This design comes from an exercise in tuning for small area on the open sky130 flow, not from production work. RTL that was checked went through simulation tests only; none was proved equivalent to the original.

==> inputs of run R <==
==> flow/design.v (excerpt) <==
module osd_core (
    input pix_clk, rstb,
    input fval, dval, lval,
    input [31:0] str,
    input [95:0] str_color,
    input [10:0] start_x,
    input [9:0] start_y,
    input [7:0] pix_data,
    output [10:0] data_addr,
    input [39:0] data_in,
    output [15:0] scan_addr,
    input [7:0] pix_font,
    output [23:0] pix_modified,
    output fval_out, dval_out, lval_out
);
==> flow/config.mk <==
export PLATFORM = sky130hd
export DESIGN_NAME = osd_core
export DESIGN_NICKNAME = osd_core
export VERILOG_FILES = /design/flow/design.v
export SDC_FILE = /design/flow/constraint.sdc
export NUM_CORES = 4
export LEC_CHECK = 0
export CAP_MARGIN = 20
export CORE_MARGIN = 2
export CORE_UTILIZATION = 40
export CTS_BUF_LIST = sky130_fd_sc_hd__clkbuf_8
export SLEW_MARGIN = 20
export SYNTH_HIERARCHICAL = 1
export BUFFER_PORTS_ARGS = -buffer_cell sky130_fd_sc_hd__buf_1
==> flow/constraint.sdc <==
create_clock -name core_clock -period 25.0 [get_ports {pix_clk}]
set_input_delay 5.0000 -clock core_clock [delete_from_list [all_inputs] [get_ports {pix_clk}]]
set_output_delay 5.0000 -clock core_clock [all_outputs]
set_load 0.01 [all_outputs]
standard.sh (not shown) runs the stock make flow with config.mk's settings and CLKGATE_MAP_FILE= SYNTH_SCRIPT=/design/flow/synth_recipe.tcl, a recipe that flattens the netlist after the stock synthesis.
==> flow/flow/run.sh <==
#!/bin/bash
set -e
cp standard.sh standard.sh.log
echo 'export BUFFER_PORTS_ARGS = -buffer_cell sky130_fd_sc_hd__buf_1' >> config.mk
bash standard.sh > standard_run.log 2>&1
==> inputs of run A, as changes to run R <==
--- a/flow/design.v
+++ b/flow/design.v
@@ -86,83 +86,83 @@
 ha u1 (.a(d[1]), .b(d[0]), .s(rec[1]), .co(c[2]));
 genvar i;
 generate for (i = 2; i < 9; i = i + 1) begin : g
     fa u (.a(d[i]), .b(d[i-1]), .c(c[i]), .s(rec[i]), .co(c[i+1]));
 end endgenerate
 assign rec[9] = c[9];
 endmodule
-module mul8n (
-    input  [7:0] an,
-    input  [7:0] bn,
+module mul8 (
+    input  [7:0] a,
+    input  [7:0] b,
     output [15:0] p
 );
-    wire pp0_0 = ~(an[0] | bn[0]);
-    wire pp0_1 = ~(an[0] | bn[1]);
-    wire pp0_2 = ~(an[0] | bn[2]);
-    wire pp0_3 = ~(an[0] | bn[3]);
-    wire pp0_4 = ~(an[0] | bn[4]);
-    wire pp0_5 = ~(an[0] | bn[5]);
-    wire pp0_6 = ~(an[0] | bn[6]);
-    wire pp0_7 = ~(an[0] | bn[7]);
-    wire pp1_0 = ~(an[1] | bn[0]);
-    wire pp1_1 = ~(an[1] | bn[1]);
-    wire pp1_2 = ~(an[1] | bn[2]);
-    wire pp1_3 = ~(an[1] | bn[3]);
-    wire pp1_4 = ~(an[1] | bn[4]);
-    wire pp1_5 = ~(an[1] | bn[5]);
-    wire pp1_6 = ~(an[1] | bn[6]);
-    wire pp1_7 = ~(an[1] | bn[7]);
-    wire pp2_0 = ~(an[2] | bn[0]);
-    wire pp2_1 = ~(an[2] | bn[1]);
-    wire pp2_2 = ~(an[2] | bn[2]);
-    wire pp2_3 = ~(an[2] | bn[3]);
-    wire pp2_4 = ~(an[2] | bn[4]);
-    wire pp2_5 = ~(an[2] | bn[5]);
-    wire pp2_6 = ~(an[2] | bn[6]);
-    wire pp2_7 = ~(an[2] | bn[7]);
-    wire pp3_0 = ~(an[3] | bn[0]);
-    wire pp3_1 = ~(an[3] | bn[1]);
-    wire pp3_2 = ~(an[3] | bn[2]);
-    wire pp3_3 = ~(an[3] | bn[3]);
-    wire pp3_4 = ~(an[3] | bn[4]);
-    wire pp3_5 = ~(an[3] | bn[5]);
-    wire pp3_6 = ~(an[3] | bn[6]);
-    wire pp3_7 = ~(an[3] | bn[7]);
-    wire pp4_0 = ~(an[4] | bn[0]);
-    wire pp4_1 = ~(an[4] | bn[1]);
-    wire pp4_2 = ~(an[4] | bn[2]);
-    wire pp4_3 = ~(an[4] | bn[3]);
-    wire pp4_4 = ~(an[4] | bn[4]);
-    wire pp4_5 = ~(an[4] | bn[5]);
-    wire pp4_6 = ~(an[4] | bn[6]);
-    wire pp4_7 = ~(an[4] | bn[7]);
-    wire pp5_0 = ~(an[5] | bn[0]);
-    wire pp5_1 = ~(an[5] | bn[1]);
-    wire pp5_2 = ~(an[5] | bn[2]);
-    wire pp5_3 = ~(an[5] | bn[3]);
-    wire pp5_4 = ~(an[5] | bn[4]);
-    wire pp5_5 = ~(an[5] | bn[5]);
-    wire pp5_6 = ~(an[5] | bn[6]);
-    wire pp5_7 = ~(an[5] | bn[7]);
-    wire pp6_0 = ~(an[6] | bn[0]);
-    wire pp6_1 = ~(an[6] | bn[1]);
-    wire pp6_2 = ~(an[6] | bn[2]);
-    wire pp6_3 = ~(an[6] | bn[3]);
-    wire pp6_4 = ~(an[6] | bn[4]);
-    wire pp6_5 = ~(an[6] | bn[5]);
-    wire pp6_6 = ~(an[6] | bn[6]);
-    wire pp6_7 = ~(an[6] | bn[7]);
-    wire pp7_0 = ~(an[7] | bn[0]);
-    wire pp7_1 = ~(an[7] | bn[1]);
-    wire pp7_2 = ~(an[7] | bn[2]);
-    wire pp7_3 = ~(an[7] | bn[3]);
-    wire pp7_4 = ~(an[7] | bn[4]);
-    wire pp7_5 = ~(an[7] | bn[5]);
-    wire pp7_6 = ~(an[7] | bn[6]);
-    wire pp7_7 = ~(an[7] | bn[7]);
+    wire pp0_0 = a[0] & b[0];
+    wire pp0_1 = a[0] & b[1];
+    wire pp0_2 = a[0] & b[2];
+    wire pp0_3 = a[0] & b[3];
+    wire pp0_4 = a[0] & b[4];
+    wire pp0_5 = a[0] & b[5];
+    wire pp0_6 = a[0] & b[6];
+    wire pp0_7 = a[0] & b[7];
+    wire pp1_0 = a[1] & b[0];
+    wire pp1_1 = a[1] & b[1];
+    wire pp1_2 = a[1] & b[2];
+    wire pp1_3 = a[1] & b[3];
+    wire pp1_4 = a[1] & b[4];
+    wire pp1_5 = a[1] & b[5];
+    wire pp1_6 = a[1] & b[6];
+    wire pp1_7 = a[1] & b[7];
+    wire pp2_0 = a[2] & b[0];
+    wire pp2_1 = a[2] & b[1];
+    wire pp2_2 = a[2] & b[2];
+    wire pp2_3 = a[2] & b[3];
+    wire pp2_4 = a[2] & b[4];
+    wire pp2_5 = a[2] & b[5];
+    wire pp2_6 = a[2] & b[6];
+    wire pp2_7 = a[2] & b[7];
+    wire pp3_0 = a[3] & b[0];
+    wire pp3_1 = a[3] & b[1];
+    wire pp3_2 = a[3] & b[2];
+    wire pp3_3 = a[3] & b[3];
+    wire pp3_4 = a[3] & b[4];
+    wire pp3_5 = a[3] & b[5];
+    wire pp3_6 = a[3] & b[6];
+    wire pp3_7 = a[3] & b[7];
+    wire pp4_0 = a[4] & b[0];
+    wire pp4_1 = a[4] & b[1];
+    wire pp4_2 = a[4] & b[2];
+    wire pp4_3 = a[4] & b[3];
+    wire pp4_4 = a[4] & b[4];
+    wire pp4_5 = a[4] & b[5];
+    wire pp4_6 = a[4] & b[6];
+    wire pp4_7 = a[4] & b[7];
+    wire pp5_0 = a[5] & b[0];
+    wire pp5_1 = a[5] & b[1];
+    wire pp5_2 = a[5] & b[2];
+    wire pp5_3 = a[5] & b[3];
+    wire pp5_4 = a[5] & b[4];
+    wire pp5_5 = a[5] & b[5];
+    wire pp5_6 = a[5] & b[6];
+    wire pp5_7 = a[5] & b[7];
+    wire pp6_0 = a[6] & b[0];
+    wire pp6_1 = a[6] & b[1];
+    wire pp6_2 = a[6] & b[2];
+    wire pp6_3 = a[6] & b[3];
+    wire pp6_4 = a[6] & b[4];
+    wire pp6_5 = a[6] & b[5];
+    wire pp6_6 = a[6] & b[6];
+    wire pp6_7 = a[6] & b[7];
+    wire pp7_0 = a[7] & b[0];
+    wire pp7_1 = a[7] & b[1];
+    wire pp7_2 = a[7] & b[2];
+    wire pp7_3 = a[7] & b[3];
+    wire pp7_4 = a[7] & b[4];
+    wire pp7_5 = a[7] & b[5];
+    wire pp7_6 = a[7] & b[6];
+    wire pp7_7 = a[7] & b[7];
     wire h0_s, h0_c;
     ha u_h0 (.a(pp0_6), .b(pp1_5), .s(h0_s), .co(h0_c));
     wire f1_s, f1_c;
     fa u_f1 (.a(pp0_7), .b(pp1_6), .c(pp2_5), .s(f1_s), .co(f1_c));
     wire h2_s, h2_c;
     ha u_h2 (.a(pp3_4), .b(pp4_3), .s(h2_s), .co(h2_c));
     wire f3_s, f3_c;
@@ -332,25 +332,25 @@
 wire       trow_co;
 rca #(9) u_trow (.a(start_y[8:0]), .b(line), .s(trow), .co(trow_co));
 wire match = (pcol == start_x[9:0]) && (prow == trow) && !trow_co;
 wire pwrap = pcol[9] & (&pcol[6:0]);           
 wire [7:0] a = pix_font & {8{blend}};
 wire [7:0] p = pix_data & {8{rstb}};
 wire [15:0] x1;
-mul8n u_m1 (.an(a), .bn(~p), .p(x1));
+mul8 u_m1 (.a(~a), .b(p), .p(x1));
 wire c1;
 cge #(8) u_c1 (.a(x1[15:8]), .b(x1[7:0]), .co(c1));
 wire [7:0] q1;                                  
 inc #(8) u_q1 (.a(x1[15:8]), .ci(c1), .s(q1));
 wire [23:0] pix_next;
 genvar k;
 generate for (k = 0; k < 3; k = k + 1) begin : ch_g
     wire [15:0] x2;
     wire c2;
-    mul8n u_m2 (.an(~color[8*k +: 8]), .bn(~a), .p(x2));
+    mul8 u_m2 (.a(color[8*k +: 8]), .b(a), .p(x2));
     cge #(8) u_c2 (.a(x2[15:8]), .b(x2[7:0]), .co(c2));
     rcac #(8) u_out (.a(q1), .b(x2[15:8]), .ci(c2), .s(pix_next[8*k +: 8]));
 end endgenerate
 wire [7:0] column_inc;
 inc1 #(8) u_col (.a(column), .s(column_inc));
 wire [9:0] pcol_inc;
 inc1 #(10) u_pcol (.a(pcol), .s(pcol_inc));
CTS_BUF_LIST = default   (was sky130_fd_sc_hd__clkbuf_8)
==> summary.txt <==
Post-layout utilization of the core: run A 44.72%; run R 42.79%
Layout cells sized above 1: run A 2.727%; run R 4.348%
Number of clock buffers in the layout: run A 11; run R 9
Final net count: run A 1,881; run R 1,904
Inst Count DP: run A 1,737; run R 1,759
Hold slack final: run A 499.0 ps; run R 494.6 ps
Routed length on met2: run A 15.66 mm; run R 16.34 mm
Die Span Y: run A 181.2 microns; run R 181.0 microns
Number of vias per cell after detailed routing: run A 5.225; run R 5.310
Worst-case hold path end point: run A column[5]; run R pcol[7]
Slew margin rel.: run A 25.70%; run R 26.77%
Arrival time at the worst endpoint: run A 16,780 ps; run R 16,700 ps
Critical path depth in cells: run A 33; run R 34
Diodes inserted: run A 2; run R 0
Post-synthesis share of cell area spent on full adders, half adders and majority gates: run A 46.31%; run R 46.43%
Run status: run A no timing/DRC/antenna violations; run R no timing/DRC/antenna violations
Highest fanout seen on the critical path: run A 24; run R 32
Function was not checked in any run of this note: the RTL went through the layout flow alone.

* * *

==> 06-17: inputs <==
osd_core, a different RTL version from the one above (not shown whole).
==> flow/config.mk <==
export PLATFORM = sky130hd
export DESIGN_NAME = osd_core
export DESIGN_NICKNAME = osd_core
export VERILOG_FILES = /design/flow/design.v
export SDC_FILE = /design/flow/constraint.sdc
export NUM_CORES = 4
export LEC_CHECK = 0
export CAP_MARGIN = 20
export CORE_MARGIN = 2
export CORE_UTILIZATION = 40
export GPL_TIMING_DRIVEN = 0
export SLEW_MARGIN = 20
export SYNTH_HIERARCHICAL = 1
export BUFFER_PORTS_ARGS = -buffer_cell sky130_fd_sc_hd__buf_1
export REMOVE_ABC_BUFFERS = 1
export RECOVER_POWER = 100
export CTS_ARGS = -sink_clustering_enable -repair_clock_nets -dont_use_dummy_load -buf_list sky130_fd_sc_hd__clkbuf_8
==> flow/constraint.sdc <==
create_clock -name core_clock -period 25.0 [get_ports {pix_clk}]
set_input_delay 5.0000 -clock core_clock [delete_from_list [all_inputs] [get_ports {pix_clk}]]
set_output_delay 5.0000 -clock core_clock [all_outputs]
set_load 0.01 [all_outputs]
==> flow/flow/run.sh <==
#!/bin/bash
# The standard layout with area-oriented settings:
#  - port buffers made from the smallest buffer cell (every port still gets one)
#  - synthesis (abc) buffers removed at floorplan
#  - no dummy loads added to the clock tree
# Each tool's output is in the ORFS logs under orfs/logs; make's output is in
# standard_run.log.
set -e
cat >> config.mk <<'EOT'
export BUFFER_PORTS_ARGS = -buffer_cell sky130_fd_sc_hd__buf_1
export REMOVE_ABC_BUFFERS = 1
export RECOVER_POWER = 100
export CTS_ARGS = -sink_clustering_enable -repair_clock_nets -dont_use_dummy_load -buf_list sky130_fd_sc_hd__clkbuf_8
EOT
bash standard.sh > standard_run.log 2>&1
==> 08-25: changes against 06-17 <==
--- a/flow/design.v
+++ b/flow/design.v
@@ -26,17 +26,18 @@
     input  [N-1:0] b,
     input          ci,
     output [N-1:0] s
 );
 wire [N:0] c;
 assign c[0] = ci;
 genvar i;
-generate for (i = 0; i < N; i = i + 1) begin : g
+generate for (i = 0; i < N - 1; i = i + 1) begin : g
     fa u (.a(a[i]), .b(b[i]), .c(c[i]), .s(s[i]), .co(c[i+1]));
 end endgenerate
+assign s[N-1] = a[N-1] ^ b[N-1] ^ c[N-1];
 endmodule
 module inc #(parameter N = 8) (
     input  [N-1:0] a,
     input          ci,
     output [N-1:0] s
 );
 wire [N:0] c;
@@ -91,24 +92,21 @@
 endmodule
 module cgen #(parameter N = 8) (
     input  [N-1:0] an,
     input  [N-1:0] bn,
     output         cn
 );
 wire [N:0] c;
-assign c[1] = an[0] & bn[0];
+assign c[0] = 1'b0;
 genvar i;
-generate for (i = 1; i < N; i = i + 1) begin : g
-    maj u (.a(an[i]), .b(bn[i]), .c(c[i]), .y(c[i+1]));
+generate for (i = 0; i < N; i = i + 1) begin : g
+    assign c[i+1] = (an[i] & bn[i]) | (an[i] & c[i]) | (bn[i] & c[i]);
 end endgenerate
 assign cn = c[N];
 endmodule
-module maj (input a, input b, input c, output y);
-assign y = (a & b) | (a & c) | (b & c);
-endmodule
 module dec #(parameter N = 8) (
     input  [N-1:0] a,
     input          bi,
     output [N-1:0] s
 );
 wire [N:0] b;
 assign b[0] = bi;
@@ -117,26 +115,14 @@
     xor2m u_x (.a(a[i]), .b(b[i]), .y(s[i]));
     assign b[i+1] = ~a[i] & b[i];
 end endgenerate
 endmodule
 module xor2m (input a, input b, output y);
 assign y = a ^ b;
 endmodule
-module mux4h (input [3:0] s, input [3:0] d, output y);
-assign y = |(s & d);
-endmodule
-module dig (input b0, input b1, output s1, output s2, output s3);
-assign s1 = b0 & ~b1;
-assign s2 = ~b0 & b1;
-assign s3 = b0 & b1;
-assign lo = b0;
-endmodule
-module eqn #(parameter N = 8) (input [N-1:0] a, input [N-1:0] b, output y);
-assign y = ~|(a ^ b);
-endmodule
 module han (input an, input bn, output sn, output cn);
 xnor2m u_x (.a(an), .b(bn), .y(sn));
 or2m u_o (.a(an), .b(bn), .y(cn));
 endmodule
 module xnor2m (input a, input b, output y);
 assign y = ~(a ^ b);
 endmodule
@@ -158,48 +144,47 @@
 endmodule
 module mul8r4 (
     input  [7:0] x,
     input  [9:0] x3,
     input  [3:0] s1,
     input  [3:0] s2,
     input  [3:0] s3,
-    input  [3:0] d0,
     output [15:0] pn
 );
-    wire ppn0_0 = ~(d0[0] & x[0]);
+    wire ppn0_0 = ~((s1[0] & x[0]) | (s3[0] & x3[0]));
     wire ppn0_1 = ~((s1[0] & x[1]) | (s2[0] & x[0]) | (s3[0] & x3[1]));
     wire ppn0_2 = ~((s1[0] & x[2]) | (s2[0] & x[1]) | (s3[0] & x3[2]));
     wire ppn0_3 = ~((s1[0] & x[3]) | (s2[0] & x[2]) | (s3[0] & x3[3]));
     wire ppn0_4 = ~((s1[0] & x[4]) | (s2[0] & x[3]) | (s3[0] & x3[4]));
     wire ppn0_5 = ~((s1[0] & x[5]) | (s2[0] & x[4]) | (s3[0] & x3[5]));
     wire ppn0_6 = ~((s1[0] & x[6]) | (s2[0] & x[5]) | (s3[0] & x3[6]));
     wire ppn0_7 = ~((s1[0] & x[7]) | (s2[0] & x[6]) | (s3[0] & x3[7]));
     wire ppn0_8 = ~((s2[0] & x[7]) | (s3[0] & x3[8]));
     wire ppn0_9 = ~((s3[0] & x3[9]));
-    wire ppn1_0 = ~(d0[1] & x[0]);
+    wire ppn1_0 = ~((s1[1] & x[0]) | (s3[1] & x3[0]));
     wire ppn1_1 = ~((s1[1] & x[1]) | (s2[1] & x[0]) | (s3[1] & x3[1]));
     wire ppn1_2 = ~((s1[1] & x[2]) | (s2[1] & x[1]) | (s3[1] & x3[2]));
     wire ppn1_3 = ~((s1[1] & x[3]) | (s2[1] & x[2]) | (s3[1] & x3[3]));
     wire ppn1_4 = ~((s1[1] & x[4]) | (s2[1] & x[3]) | (s3[1] & x3[4]));
     wire ppn1_5 = ~((s1[1] & x[5]) | (s2[1] & x[4]) | (s3[1] & x3[5]));
     wire ppn1_6 = ~((s1[1] & x[6]) | (s2[1] & x[5]) | (s3[1] & x3[6]));
     wire ppn1_7 = ~((s1[1] & x[7]) | (s2[1] & x[6]) | (s3[1] & x3[7]));
     wire ppn1_8 = ~((s2[1] & x[7]) | (s3[1] & x3[8]));
     wire ppn1_9 = ~((s3[1] & x3[9]));
-    wire ppn2_0 = ~(d0[2] & x[0]);
+    wire ppn2_0 = ~((s1[2] & x[0]) | (s3[2] & x3[0]));
     wire ppn2_1 = ~((s1[2] & x[1]) | (s2[2] & x[0]) | (s3[2] & x3[1]));
     wire ppn2_2 = ~((s1[2] & x[2]) | (s2[2] & x[1]) | (s3[2] & x3[2]));
     wire ppn2_3 = ~((s1[2] & x[3]) | (s2[2] & x[2]) | (s3[2] & x3[3]));
     wire ppn2_4 = ~((s1[2] & x[4]) | (s2[2] & x[3]) | (s3[2] & x3[4]));
     wire ppn2_5 = ~((s1[2] & x[5]) | (s2[2] & x[4]) | (s3[2] & x3[5]));
     wire ppn2_6 = ~((s1[2] & x[6]) | (s2[2] & x[5]) | (s3[2] & x3[6]));
     wire ppn2_7 = ~((s1[2] & x[7]) | (s2[2] & x[6]) | (s3[2] & x3[7]));
     wire ppn2_8 = ~((s2[2] & x[7]) | (s3[2] & x3[8]));
     wire ppn2_9 = ~((s3[2] & x3[9]));
-    wire ppn3_0 = ~(d0[3] & x[0]);
+    wire ppn3_0 = ~((s1[3] & x[0]) | (s3[3] & x3[0]));
     wire ppn3_1 = ~((s1[3] & x[1]) | (s2[3] & x[0]) | (s3[3] & x3[1]));
     wire ppn3_2 = ~((s1[3] & x[2]) | (s2[3] & x[1]) | (s3[3] & x3[2]));
     wire ppn3_3 = ~((s1[3] & x[3]) | (s2[3] & x[2]) | (s3[3] & x3[3]));
     wire ppn3_4 = ~((s1[3] & x[4]) | (s2[3] & x[3]) | (s3[3] & x3[4]));
     wire ppn3_5 = ~((s1[3] & x[5]) | (s2[3] & x[4]) | (s3[3] & x3[5]));
     wire ppn3_6 = ~((s1[3] & x[6]) | (s2[3] & x[5]) | (s3[3] & x3[6]));
     wire ppn3_7 = ~((s1[3] & x[7]) | (s2[3] & x[6]) | (s3[3] & x3[7]));
@@ -292,112 +277,110 @@
 reg [23:0] pix_r;
 reg        fval_r, dval_r, lval_r;
 assign scan_addr = scan_r;
 assign pix_modified = pix_r;
 assign fval_out = fval_r;
 assign dval_out = dval_r;
 assign lval_out = lval_r;
-wire [3:0] csel = {char_count == 2'd3, char_count == 2'd2, char_count == 2'd1, char_count == 2'd0};
-wire [3:0] ssel = csel & {4{start}};
-wire  [7:0] chm;
-wire [23:0] color;
-genvar k;
-generate for (k = 0; k < 8; k = k + 1) begin : chm_g
-    mux4h u (.s(ssel), .d({str[k], str[8+k], str[16+k], str[24+k]}), .y(chm[k]));
-end endgenerate
-generate for (k = 0; k < 24; k = k + 1) begin : color_g
-    mux4h u (.s(csel), .d({str_color[k], str_color[24+k], str_color[48+k], str_color[72+k]}), .y(color[k]));
-end endgenerate
-wire [7:0] ch = {chm[7:6], chm[5] | ~start, chm[4:0]};
+reg  [7:0] ch;
+reg [23:0] color;
+always @(*) begin
+    case (char_count)
+    2'd0: begin ch = str[31:24]; color = str_color[95:72]; end
+    2'd1: begin ch = str[23:16]; color = str_color[71:48]; end
+    2'd2: begin ch = str[15:8];  color = str_color[47:24]; end
+    default: begin ch = str[7:0]; color = str_color[23:0]; end
+    endcase
+end
 wire [9:0] rec;
 rec_addr u_rec (.ch(ch), .rec(rec));
-assign data_addr = {rec, 1'b0};
+assign data_addr = {rec & {10{start}}, 1'b0};
 wire [7:0] gx = data_in[39:32];
 wire [7:0] gy = data_in[31:24];
 wire [7:0] gw = data_in[23:16];
 wire [7:0] gh = data_in[15:8];
 wire [8:0] line_inc;
 inc1 #(9) u_line_inc (.a(line), .s(line_inc));
-wire col_end, last_line;
-eqn #(8) u_col_end (.a(column), .b(gw), .y(col_end));
-eqn #(9) u_last_line (.a(line_inc), .b({1'b0, gh}), .y(last_line));
+wire col_end   = (column == gw);
+wire last_line = (line_inc == {1'b0, gh});
 wire act       = dval & start & rstb;
 wire hold      = act & col_end & last_line;    
 wire blend     = act & ~(col_end & last_line);
 wire last_char = char_count[1] & char_count[0];
 wire [8:0] trow;
 wire       trow_co;
 rca #(9) u_trow (.a(start_y[8:0]), .b(line), .s(trow), .co(trow_co));
-wire col_hit, row_hit;
-eqn #(10) u_col_hit (.a(pcol), .b(start_x[9:0]), .y(col_hit));
-eqn #(9) u_row_hit (.a(prow), .b(trow), .y(row_hit));
-wire match = col_hit & row_hit & ~trow_co;
+wire match = (pcol == start_x[9:0]) && (prow == trow) && !trow_co;
 wire pwrap = pcol[9] & (&pcol[6:0]);           
 wire [7:0] a = pix_font & {8{blend}};
-wire [7:0] p = pix_data;
+wire [7:0] p = pix_data & {8{rstb}};
 wire [3:0] na1, na2, na3;                       
+genvar k;
 generate for (k = 0; k < 4; k = k + 1) begin : dig_g
     assign na1[k] = ~a[2*k] &  a[2*k+1];
     assign na2[k] =  a[2*k] & ~a[2*k+1];
-    assign na3[k] = ~a[2*k] & ~a[2*k+1] & rstb;    
+    assign na3[k] = ~a[2*k] & ~a[2*k+1];
 end endgenerate
 wire [9:0] p3;
 triple u_p3 (.x(p), .x3(p3));
 wire [15:0] x1n;
-mul8r4 u_m1 (.x(p), .x3(p3), .s1(na1), .s2(na2), .s3(na3), .d0(na1 | na3), .pn(x1n));
+mul8r4 u_m1 (.x(p), .x3(p3), .s1(na1), .s2(na2), .s3(na3), .pn(x1n));
 wire c1n;
 cgen #(8) u_c1 (.an(x1n[15:8]), .bn(x1n[7:0]), .cn(c1n));
 wire [7:0] q1n;
 dec #(8) u_q1 (.a(x1n[15:8]), .bi(~c1n), .s(q1n));
 wire [9:0] a3;
 triple u_a3 (.x(a), .x3(a3));
 wire [23:0] pix_next;
 generate for (k = 0; k < 3; k = k + 1) begin : ch_g
     wire [7:0] c = color[8*k +: 8];
     wire [3:0] c1, c2, c3;
     genvar j;
     for (j = 0; j < 4; j = j + 1) begin : dig_g
-        dig u (.b0(c[2*j]), .b1(c[2*j+1]), .s1(c1[j]), .s2(c2[j]), .s3(c3[j]));
+        assign c1[j] =  c[2*j] & ~c[2*j+1];
+        assign c2[j] = ~c[2*j] &  c[2*j+1];
+        assign c3[j] =  c[2*j] &  c[2*j+1];
     end
     wire [15:0] x2n;
-    mul8r4 u_m2 (.x(a), .x3(a3), .s1(c1), .s2(c2), .s3(c3), .d0({c[6], c[4], c[2], c[0]}), .pn(x2n));
+    mul8r4 u_m2 (.x(a), .x3(a3), .s1(c1), .s2(c2), .s3(c3), .pn(x2n));
     wire c2n;
     cgen #(8) u_c2 (.an(x2n[15:8]), .bn(x2n[7:0]), .cn(c2n));
     wire [7:0] outn;
     rcac #(8) u_out (.a(q1n), .b(x2n[15:8]), .ci(c2n), .s(outn));
     assign pix_next[8*k +: 8] = ~outn;
 end endgenerate
-wire run = fval & rstb;                         
-wire pw = dval & pwrap;
-wire col_adv = act & ~col_end;
-wire col_clr = ~run | (act & col_end);
-wire line_adv = act & col_end & last_char & ~last_line;
-wire cc_adv = act & col_end & ~last_line;
 wire [7:0] column_inc;
-inc #(8) u_col (.a(column), .ci(col_adv), .s(column_inc));
+inc1 #(8) u_col (.a(column), .s(column_inc));
 wire [9:0] pcol_inc;
-inc #(10) u_pcol (.a(pcol), .ci(dval), .s(pcol_inc));
+inc1 #(10) u_pcol (.a(pcol), .s(pcol_inc));
 wire [8:0] prow_inc;
-inc #(9) u_prow (.a(prow), .ci(pw), .s(prow_inc));
+inc #(9) u_prow (.a(prow), .ci(pwrap), .s(prow_inc));
 wire [15:0] scan_next;
 wire scan_co;
 rca #(16) u_scan (.a({gy, gx}), .b({line[7:0], column} & {16{blend}}), .s(scan_next), .co(scan_co));
 always @(posedge pix_clk) begin
     fval_r <= fval & rstb;
     dval_r <= dval & rstb;
     lval_r <= lval & rstb;
     if (!hold) pix_r <= pix_next;
     scan_r <= scan_next & {16{rstb}};
     if (!rstb)
         start <= 1'b0;
     else if (dval & (match | start))
         start <= ~(start & col_end & (last_line | last_char));
-    column <= column_inc & {8{~col_clr}};
-    pcol <= run ? (pcol_inc & {10{~pw}}) : 10'd1;
-    prow <= prow_inc & {9{run}};
-    char_count <= (char_count + {1'b0, cc_adv}) & {2{run}};
-    if (!run)
+    if (!fval || !rstb) begin
+        prow <= 9'd0;
+        pcol <= 10'd1;
+        char_count <= 2'd0;
+        column <= 8'd0;
         line <= 9'd0;
-    else if (line_adv)
-        line <= line_inc;
+    end else begin
+        if (dval) begin
+            pcol <= pwrap ? 10'd0 : pcol_inc;
+            prow <= prow_inc;
+        end
+        if (act) column <= col_end ? 8'd0 : column_inc;
+        if (act & col_end & ~last_line) char_count <= char_count + 2'd1;
+        if (act & col_end & last_char & ~last_line) line <= line_inc;
+    end
 end
 endmodule
--- a/flow/flow/run.sh
+++ b/flow/flow/run.sh
@@ -5,11 +5,10 @@
 #  - no dummy loads added to the clock tree
 # Each tool's output is in the ORFS logs under orfs/logs; make's output is in
 # standard_run.log.
 set -e
 cat >> config.mk <<'EOT'
 export BUFFER_PORTS_ARGS = -buffer_cell sky130_fd_sc_hd__buf_1
 export REMOVE_ABC_BUFFERS = 1
-export RECOVER_POWER = 100
 export CTS_ARGS = -sink_clustering_enable -repair_clock_nets -dont_use_dummy_load -buf_list sky130_fd_sc_hd__clkbuf_8
 EOT
 bash standard.sh > standard_run.log 2>&1
- CAP_MARGIN: 20 -> 0
- RECOVER_POWER: 100 -> default
- SLEW_MARGIN: 20 -> 0
==> notes <==
In 08-25 the synthesized area is larger than in 06-17, by about 3%. Between 08-25 and 06-17, the lower non-clock buffer count is in 08-25 (gap 1). Against 06-17, the worst hold slack of 08-25 is lower by 0.029 ns. Core utilization: 08-25 is lower than 06-17 (0.39 points). Between 08-25 and 06-17, the lower clock skew is in 08-25 (gap 0.021 ns). Against 06-17, the worst setup slack of 08-25 is higher by 1.2 ns. Against 06-17, the via count of 08-25 is higher by about 9%. 08-25 finished with timing, DRC and antenna clean. 06-17 finished but fails on max-capacitance violations, max-slew violations. Of 08-25 and 06-17, 08-25 has the higher first-iteration DRC count (gap about 3.7%, measured against 06-17). Between 08-25 and 06-17, the lower global-route usage is in 06-17 (gap 0.17 points).

## separate check: timing with driven ports
The flow's constraints put no driver on any port. The routed layouts listed below were extracted and timed again, unchanged, in two steps.
Step 1 (the two cells are an assumption about what drives the block):
set clk [get_ports {pix_clk}]
set_driving_cell -lib_cell sky130_fd_sc_hd__clkbuf_16 $clk
set_driving_cell -lib_cell sky130_fd_sc_hd__buf_2 [delete_from_list [all_inputs] $clk]
Step 2 also shifts input and output timing later by t, the mid clock arrival at the registers, as if the neighbouring blocks saw the same clock.
Three values: ideal, step 1, step 2; two values: the first two.
run | t (ns) | slack for setup (ns) | worst setup path at the end | slew at the worst register clock pin (ns) | cell pins on the clock port's net
run R | 0.436 | 8.428 / 8.453 / 8.017 | input to register | 0.10 / 0.10 | 1
run A | 0.399 | 8.298 / 8.324 / 7.926 | input to register | 0.07 / 0.07 | 1
06-17 | 0.408 | 4.983 / 4.993 / 4.585 | input to register | 0.12 / 0.12 | 1
08-25 | 0.379 | 6.179 / 6.184 / 5.806 | input to register | 0.09 / 0.09 | 1
The setup slack of run R, which loses most, moves by +0.025 ns with the drivers and by -0.411 ns with both steps.
